This is an optimization exercise on Yosys and OpenROAD, whose aim is small area, a short achievable clock period and few clock cycles, not a production implementation. The RTL was checked by simulation tests, not by an equivalence proof against the original design. Power and IR drop assume default switching activity.

==> module mips_core, before the edit <==
module mips_core (
	input         clk,
	input         rst,           
	output [31:0] imem_addr,
	input  [31:0] imem_rdata,
	output [31:0] dmem_addr,
	output [31:0] dmem_wdata,
	output        dmem_we,
	input  [31:0] dmem_rdata,
	output        halt
);
	reg  [9:0]  pc;                  
	reg  [31:0] ir;                  
	reg  [9:0]  tgtD;                
	reg         vD;                  
	reg  [31:0] aX, bX;              
	reg  [15:0] immX;                
	reg  [9:0]  tgtX;                
	reg  [4:0]  rdX;
	reg         weX, swX, beqX, sysX, ldX, lwX, lhX;
	reg         addX, sltX, andX, orX, norX, sllX, srlX;
	reg  [31:0] resM, wdM;           
	reg  [4:0]  rdM;
	reg         weM, swM, sysM, ldM, lwM, lhM;
	wire [31:0] valM;                
	wire [32*31-1:0] rqv;            
	genvar g;
	generate
		for (g = 1; g < 32; g = g + 1) begin : R
			reg [31:0] r;
			always @(posedge clk)
				if (weM && rdM == g) r <= valM;
			assign rqv[32*(g-1) +: 32] = r;
		end
	endgenerate
	wire [31:0] ins = imem_rdata;
	wire beqF  = ins[31:26] == 6'h04;
	wire sameF = beqF & (ins[25:21] == ins[20:16]);    
	wire [9:0] tgtF = pc + 10'd1 + ins[9:0];
	wire [5:0] op = ir[31:26];
	wire [5:0] fn = ir[5:0];
	wire [4:0] rs = ir[25:21];
	wire [4:0] rt = ir[20:16];
	wire [4:0] rd = ir[15:11];
	wire isR    = op == 6'h00;
	wire isAddi = op == 6'h08;
	wire isLw   = op == 6'h23;
	wire isLh   = op == 6'h21;
	wire isLhu  = op == 6'h25;
	wire isSw   = op == 6'h2B;
	wire isBeq  = op == 6'h04;
	wire isLd   = isLw | isLh | isLhu;
	wire isImm  = isAddi | isLd | isSw;
	wire isSys  = ir == 32'h0000000c;
	wire isSub  = isR & (fn == 6'h22 | fn == 6'h2A | fn == 6'h2B);
	wire [4:0] dst = isR ? rd : rt;
	wire weD = (isR | isAddi | isLd) & (dst != 5'd0);
	wire beqSame = isBeq & (rs == rt);           
	wire hitA = weM & (rdM == rs);
	wire hitB = weM & (rdM == rt);
	reg [31:1] selA, selB;
	integer k;
	always @(*)
		for (k = 1; k < 32; k = k + 1) begin
			selA[k] = (rs == k) & ~(weM & (rdM == k));
			selB[k] = (rt == k) & ~(weM & (rdM == k));
		end
	wire [31:0] opA, opB;
	rf_read readA (selA, rqv, hitA, valM, opA);
	rf_read readB (selB, rqv, hitB, valM, opB);
	wire [3:0] immSelQ, subQ;
	genvar y;
	generate
		for (y = 0; y < 4; y = y + 1) begin : DUP
			dff1 immSelR (clk, isImm, immSelQ[y]);
			dff1 subR    (clk, isSub, subQ[y]);
		end
	endgenerate
	wire [31:0] immSelV = {{8{immSelQ[3]}}, {8{immSelQ[2]}}, {8{immSelQ[1]}}, {8{immSelQ[0]}}};
	wire [31:0] subV    = {{8{subQ[3]}}, {8{subQ[2]}}, {8{subQ[1]}}, {8{subQ[0]}}};
	wire        subX    = subQ[0];
	wire [31:0] imm32 = {{16{immX[15]}}, immX};
	wire [31:0] b  = (immSelV & imm32) | (~immSelV & bX);
	wire [31:0] bx = b ^ subV;
	wire [31:0] p0, g0, G, sum;
	wire [31:0] cin = {G[30:0], subX};    
	genvar q;
	generate
		for (q = 0; q < 32; q = q + 1) begin : PG
			xor2_g px (aX[q], bx[q], p0[q]);
			and2_g gx (aX[q], bx[q], g0[q]);
			xor2_g sx (p0[q], cin[q], sum[q]);
		end
	endgenerate
	prefix32 carries (p0, g0, subX, G);
	wire lt = ~G[31];                
	integer i;
	wire [4:0] sh = immX[10:6];
	reg  [31:0] bs, shr;
	wire [31:0] shl = bs << sh;
	always @(*)
		for (i = 0; i < 32; i = i + 1) begin
			bs[i]  = srlX ? bX[31 - i] : bX[i];
			shr[i] = shl[31 - i];
		end
	wire [31:0] orv = p0 | g0;
	wire [31:0] other = ({32{andX}} & g0)
			| ({32{orX}}  & orv)
			| ({32{norX}} & ~orv)
			| ({32{sllX}} & shl)
			| ({32{srlX}} & shr);
	wire [31:0] res;
	generate
		for (q = 0; q < 32; q = q + 1) begin : RS
			if (q == 0)      
				ao221_g r (sltX, lt, addX, sum[q], other[q], res[q]);
			else
				ao21_g r (addX, sum[q], other[q], res[q]);
		end
	endgenerate
	wire takeX = beqX & ~|p0;        
	wire [31:0] ldv = {lwM ? dmem_rdata[31:16] : {16{lhM & dmem_rdata[15]}}, dmem_rdata[15:0]};
	assign valM = ldM ? ldv : resM;
	wire [9:0] pcNext = takeX ? tgtX :
			    sameF ? tgtF :
			    beqF  ? pc + 10'd3 : pc + 10'd1;
	wire kD = vD & ~takeX;           
	always @(posedge clk or posedge rst) begin
		if (rst) begin
			pc <= 10'd0;
			vD <= 1'b0;
			weX <= 1'b0; swX <= 1'b0; beqX <= 1'b0; sysX <= 1'b0;
			weM <= 1'b0; swM <= 1'b0; sysM <= 1'b0;
		end else begin
			pc <= pcNext;
			vD <= ~takeX;
			weX  <= kD & weD;
			swX  <= kD & isSw;
			beqX <= kD & isBeq & ~beqSame;
			sysX <= kD & isSys;
			weM  <= weX;
			swM  <= swX;
			sysM <= sysX;
		end
	end
	always @(posedge clk) begin
		ir      <= ins;
		tgtD    <= tgtF;
		aX      <= opA;
		bX      <= opB;
		immX    <= ir[15:0];
		tgtX    <= tgtD;
		rdX     <= dst;
		ldX     <= isLd;
		lwX     <= isLw;
		lhX     <= isLh;
		addX    <= isImm | (isR & (fn == 6'h20 | fn == 6'h22));
		sltX    <= isR & (fn == 6'h2A | fn == 6'h2B);
		andX    <= isR & fn == 6'h24;
		orX     <= isR & fn == 6'h25;
		norX    <= isR & fn == 6'h27;
		sllX    <= isR & fn == 6'h00;
		srlX    <= isR & fn == 6'h02;
		resM <= res;
		wdM  <= bX;
		rdM  <= rdX;
		ldM  <= ldX;
		lwM  <= lwX;
		lhM  <= lhX;
	end
	wire [9:0] pcOut;
	dffr10 pcCopy (clk, rst, pcNext, pcOut);
	assign imem_addr  = {20'd0, pcOut, 2'b00};
	assign dmem_addr  = resM;
	assign dmem_wdata = wdM;
	assign dmem_we    = swM;
	assign halt       = sysM;
endmodule
==> module ao221_g, before the edit <==
module ao221_g (
	input  a0, a1, b0, b1, c,
	output y
);
	assign y = (a0 & a1) | (b0 & b1) | c;
endmodule
==> module dffr10, before the edit <==
module dffr10 (
	input            clk,
	input            rst,
	input      [9:0] d,
	output reg [9:0] q
);
	always @(posedge clk or posedge rst)
		if (rst)
			q <= 10'd0;
		else
			q <= d;
endmodule
Settings: LEC_CHECK=0, CAP_MARGIN=20, CORE_MARGIN=2, CORE_UTILIZATION=50, CTS_CLUSTER_DIAMETER=120, CTS_CLUSTER_SIZE=20, SLEW_MARGIN=20, SYNTH_HIERARCHICAL=1, SETUP_SLACK_MARGIN=6.8, MATCH_CELL_FOOTPRINT=0, BUFFER_PORTS_ARGS=-buffer_cell sky130_fd_sc_hd__buf_2; clock period 10.0 ns.
standard.sh (not shown) runs the stock make flow with config.mk's settings and CLKGATE_MAP_FILE= SYNTH_SCRIPT=/design/flow/synth_recipe.tcl, a recipe that flattens the netlist after the stock synthesis.
==> flow/flow/run.sh <==
#!/bin/bash
# Standard layout (the standard.sh, its synthesis unchanged), with:
# - gates allowed to be resized to any footprint;
# - the ports buffered with buf_2 rather than a delay cell.
# The SDC (clock period, I/O delays) is the standard flow's.
cp standard.sh standard_sh.txt.log
cat config.mk > config_in.log
echo "export SETUP_SLACK_MARGIN = 6.8" >> config.mk
echo "export MATCH_CELL_FOOTPRINT = 0" >> config.mk
echo "export BUFFER_PORTS_ARGS = -buffer_cell sky130_fd_sc_hd__buf_2" >> config.mk
bash standard.sh > standard.log 2>&1
Testbench counts at the start, summed over its fixed seeds: cycles 62,370.
Next try:
--- a/flow/design.v
+++ b/flow/design.v
@@ -101,24 +101,22 @@
 	always @(*)
 		for (i = 0; i < 32; i = i + 1) begin
 			bs[i]  = srlX ? bX[31 - i] : bX[i];
 			shr[i] = shl[31 - i];
 		end
 	wire [31:0] orv = p0 | g0;
-	wire [31:0] other = ({32{andX}} & g0)
+	wire [31:0] other = {31'd0, sltX & lt}
+			| ({32{andX}} & g0)
 			| ({32{orX}}  & orv)
 			| ({32{norX}} & ~orv)
 			| ({32{sllX}} & shl)
 			| ({32{srlX}} & shr);
 	wire [31:0] res;
 	generate
 		for (q = 0; q < 32; q = q + 1) begin : RS
-			if (q == 0)      
-				ao221_g r (sltX, lt, addX, sum[q], other[q], res[q]);
-			else
-				ao21_g r (addX, sum[q], other[q], res[q]);
+			ao21_g r (addX, sum[q], other[q], res[q]);
 		end
 	endgenerate
 	wire takeX = beqX & ~|p0;        
 	wire [31:0] ldv = {lwM ? dmem_rdata[31:16] : {16{lhM & dmem_rdata[15]}}, dmem_rdata[15:0]};
 	assign valM = ldM ? ldv : resM;
 	wire [9:0] pcNext = takeX ? tgtX :
@@ -165,15 +163,13 @@
 		wdM  <= bX;
 		rdM  <= rdX;
 		ldM  <= ldX;
 		lwM  <= lwX;
 		lhM  <= lhX;
 	end
-	wire [9:0] pcOut;
-	dffr10 pcCopy (clk, rst, pcNext, pcOut);
-	assign imem_addr  = {20'd0, pcOut, 2'b00};
+	assign imem_addr  = {20'd0, pc, 2'b00};
 	assign dmem_addr  = resM;
 	assign dmem_wdata = wdM;
 	assign dmem_we    = swM;
 	assign halt       = sysM;
 endmodule
 module rf_read (
@@ -289,24 +285,6 @@
 	input      d,
 	output reg q
 );
 	always @(posedge clk)
 		q <= d;
 endmodule
-module ao221_g (
-	input  a0, a1, b0, b1, c,
-	output y
-);
-	assign y = (a0 & a1) | (b0 & b1) | c;
-endmodule
-module dffr10 (
-	input            clk,
-	input            rst,
-	input      [9:0] d,
-	output reg [9:0] q
-);
-	always @(posedge clk or posedge rst)
-		if (rst)
-			q <= 10'd0;
-		else
-			q <= d;
-endmodule
Result:
- routed wire length increases by 6.3%
- global-route usage increases by 1.8 points
- sequential cell count decreases by 10
- total power increases by 1.3%
- cell area increases by 0.56%
- register-to-register slack loses 0.05 ns
- via count increases by 2.3%
Testbench counts after the change, summed over its fixed seeds: cycles 62,370.

==> afterwards: timing with drivers on the ports <==
The flow's constraints put no driver on any port. The routed layouts listed below were extracted and timed again, unchanged, in two steps. Step 1 assumes that a clkbuf_16 drives the clock port and a buf_2 every other input. Step 2 times the ports against the registers' clock, not the clock port: input delays grow and output delays shrink by t, the midpoint of the rising clock arrivals with the driver on. Slacks: ideal / step 1 / step 2; pairs: ideal / step 1.
run | shift t [ns] | setup WS [ns] | worst hold slack (ns) | worst setup path after step 2 | slew at the worst register clock pin (ns)
the first run | 0.750 | 6.684 / 6.691 / 5.961 | 0.325 / 0.325 / 0.325 | input to register | 0.09 / 0.09
the second run | 0.763 | 6.646 / 6.600 / 5.901 | 0.332 / 0.332 / 0.332 | input to register | 0.09 / 0.09
After both steps setup and hold are still met in every run listed. For the second run, which loses most, drivers alone change the setup slack by -0.046 ns; drivers and shift together by -0.745 ns.
